What follows belongs to an exercise in optimizing a design on an open flow for small area and a short achievable clock period; a production flow would make more cautious choices. In this exercise RTL edits were held to simulation tests only and were not proved equivalent to the original. No activity file was given, so power comes from the tool's default toggle rates.

Design divmodder, start of the top module:
module divmodder #(parameter WIDTH = 32, parameter LATENCY = 4) (
  input clock, input reset,
  input [WIDTH-1:0] in1, input [WIDTH-1:0] in2,
  output [WIDTH-1:0] div, output [WIDTH-1:0] mod);
clock: 85.0 ns
lec_check: 0
cap_margin: 20
core_margin: 2
core_utilization: 55
slew_margin: 20
standard.sh (not shown) runs the stock make flow with config.mk's settings and CLKGATE_MAP_FILE= SYNTH_SCRIPT=/design/flow/synth_recipe.tcl, a recipe that flattens the netlist after the stock synthesis.
==> flow/flow/run.sh <==
#!/bin/bash
# The standard layout, with plain buf_1 cells as the port buffers
# (instead of the default delay-buffer cells), and timing repair asked
# to leave a setup margin, so that it speeds up the critical paths.
set -euo pipefail
bash standard.sh "BUFFER_PORTS_ARGS=-buffer_cell sky130_fd_sc_hd__buf_1" "SETUP_SLACK_MARGIN=65" finish > standard.log 2>&1
The starting point completed with no timing, DRC or antenna violations.
Edit:
--- a/flow/config.mk
+++ b/flow/config.mk
@@ -6,6 +6,7 @@
 export NUM_CORES = 4
 export LEC_CHECK = 0
-export CAP_MARGIN = 20
+export ABC_AREA = 1
+export CAP_MARGIN = 0
 export CORE_MARGIN = 2
 export CORE_UTILIZATION = 55
-export SLEW_MARGIN = 20
+export SLEW_MARGIN = 0
What happened: The new run ran to the end with no violations; hold slack barely changes; power came out lower by 17%; final cell count climbs by 7.8%.
Edit:
--- a/flow/config.mk
+++ b/flow/config.mk
@@ -7,6 +7,6 @@
 export LEC_CHECK = 0
 export ABC_AREA = 1
-export CAP_MARGIN = 0
+export CAP_MARGIN = 20
 export CORE_MARGIN = 2
-export CORE_UTILIZATION = 55
-export SLEW_MARGIN = 0
+export CORE_UTILIZATION = 40
+export SLEW_MARGIN = 20
Wire length fell by a few percent.
Combinational power is about the same.
Sequential share of layout area fell by 0.19 points.
Maximum frequency rose slightly.
Worst hold slack is better by 0.0031 ns.
Non-clock buffer count fell by 11.
Cell area rose slightly.
Area after synthesis does not change.
Clock-buffer cell count fell by 1.
Final cell count rose by a few percent.
Flip-flop and latch count is unchanged.
Edit:
==> flow/flow/run.sh (replaced) <==
#!/bin/bash
# The standard layout, with plain buf_1 cells as the port buffers
# (instead of the default delay-buffer cells), and timing repair asked
# to leave a setup margin, so that it speeds up the critical paths.
set -euo pipefail
bash standard.sh "BUFFER_PORTS_ARGS=-buffer_cell sky130_fd_sc_hd__buf_1" "SETUP_SLACK_MARGIN=66" finish > standard.log 2>&1
--- a/flow/config.mk
+++ b/flow/config.mk
@@ -9,4 +9,4 @@
 export CAP_MARGIN = 20
 export CORE_MARGIN = 2
-export CORE_UTILIZATION = 40
+export CORE_UTILIZATION = 55
 export SLEW_MARGIN = 20
Global-route usage rose by 9.4 points. Routed wire length climbs by a little under a tenth. Clock power went down by roughly a tenth. Cell area rises by a few percent. Count of clock-buffer cells in the layout goes up by 1. Final cell count shrinks by a few percent. Via count climbs by a few percent. Setup slack gets better by 0.31 ns. Area after synthesis does not change. Non-clock buffer count came out higher by 99. Sequential cell count does not change.

* * *

divmodder, a different RTL version from the one above (not shown whole).
Settings: LEC_CHECK=0, CAP_MARGIN=20, CORE_MARGIN=2, CORE_UTILIZATION=40, SLEW_MARGIN=20; clock period 85.0 ns.
run.sh (not shown) runs the stock make flow with config.mk's settings and CLKGATE_MAP_FILE= SYNTH_SCRIPT=/design/flow/synth_recipe.tcl, a recipe that flattens the netlist after the stock synthesis.
Stock flow here: none of the scripts above is used.
Change:
--- a/flow/config.mk
+++ b/flow/config.mk
@@ -9,3 +9,4 @@
 export CORE_MARGIN = 2
-export CORE_UTILIZATION = 40
+export CORE_UTILIZATION = 65
+export PLACE_DENSITY = 0.75
 export SLEW_MARGIN = 20
Outcome:
- core utilization increases by 26 points
- hold slack improved by 0.0053 ns
- cell count decreases by 7.7%
- via count increases by 2.2%
- sequential cell count does not change
- non-clock buffer count decreases by 8
- synthesized cell count stays the same
- critical path depth increases by 5
- count of clock-buffer cells in the layout decreases by 3
- cell area decreases by 1.9%
Change:
--- a/flow/config.mk
+++ b/flow/config.mk
@@ -10,2 +10,3 @@
 export CORE_UTILIZATION = 65
+export GPL_TIMING_DRIVEN = 1
 export PLACE_DENSITY = 0.75
Result: Non-clock buffer count stays the same; via count does not change; combinational power barely changes; core utilization is unchanged; cell area does not change; setup slack does not change; sequential share of layout area is unchanged; total power does not change; clock-buffer cell count is unchanged; routed wire length does not change.

## separate check: timing with driven ports
No port has a modelled driver above. Below, the same layouts with a new extraction and two added sets of constraints. Step 1 assumes that a clkbuf_16 drives the clock port and a buf_2 every other input. Step 2 times the ports against the registers' clock, not the clock port: input delays grow and output delays shrink by t, the midpoint of the rising clock arrivals with the driver on. Slacks: no drivers / after step 1 / after step 2; pairs: no drivers / after step 1.
run	t (ns)	setup WS [ns]	worst slew at a driven data input, ns
the first run of note 1	0.664	63.416 / 63.416 / 63.416	0.05
the second run of note 1	0.638	65.769 / 65.703 / 65.328	0.06
the third run of note 1	0.669	65.867 / 65.867 / 65.569	0.05
the fourth run of note 1	0.639	66.177 / 66.111 / 65.671	0.06
the first run of note 2	0.685	56.946 / 56.946 / 56.946	0.07
the second run of note 2	0.635	55.996 / 55.996 / 55.996	0.06
the third run of note 2	0.635	55.996 / 55.996 / 55.996	0.06
After both steps setup and hold are still met in every run listed. For the fourth run of note 1, which loses most, drivers alone change the setup slack by -0.066 ns; drivers and shift together by -0.506 ns.
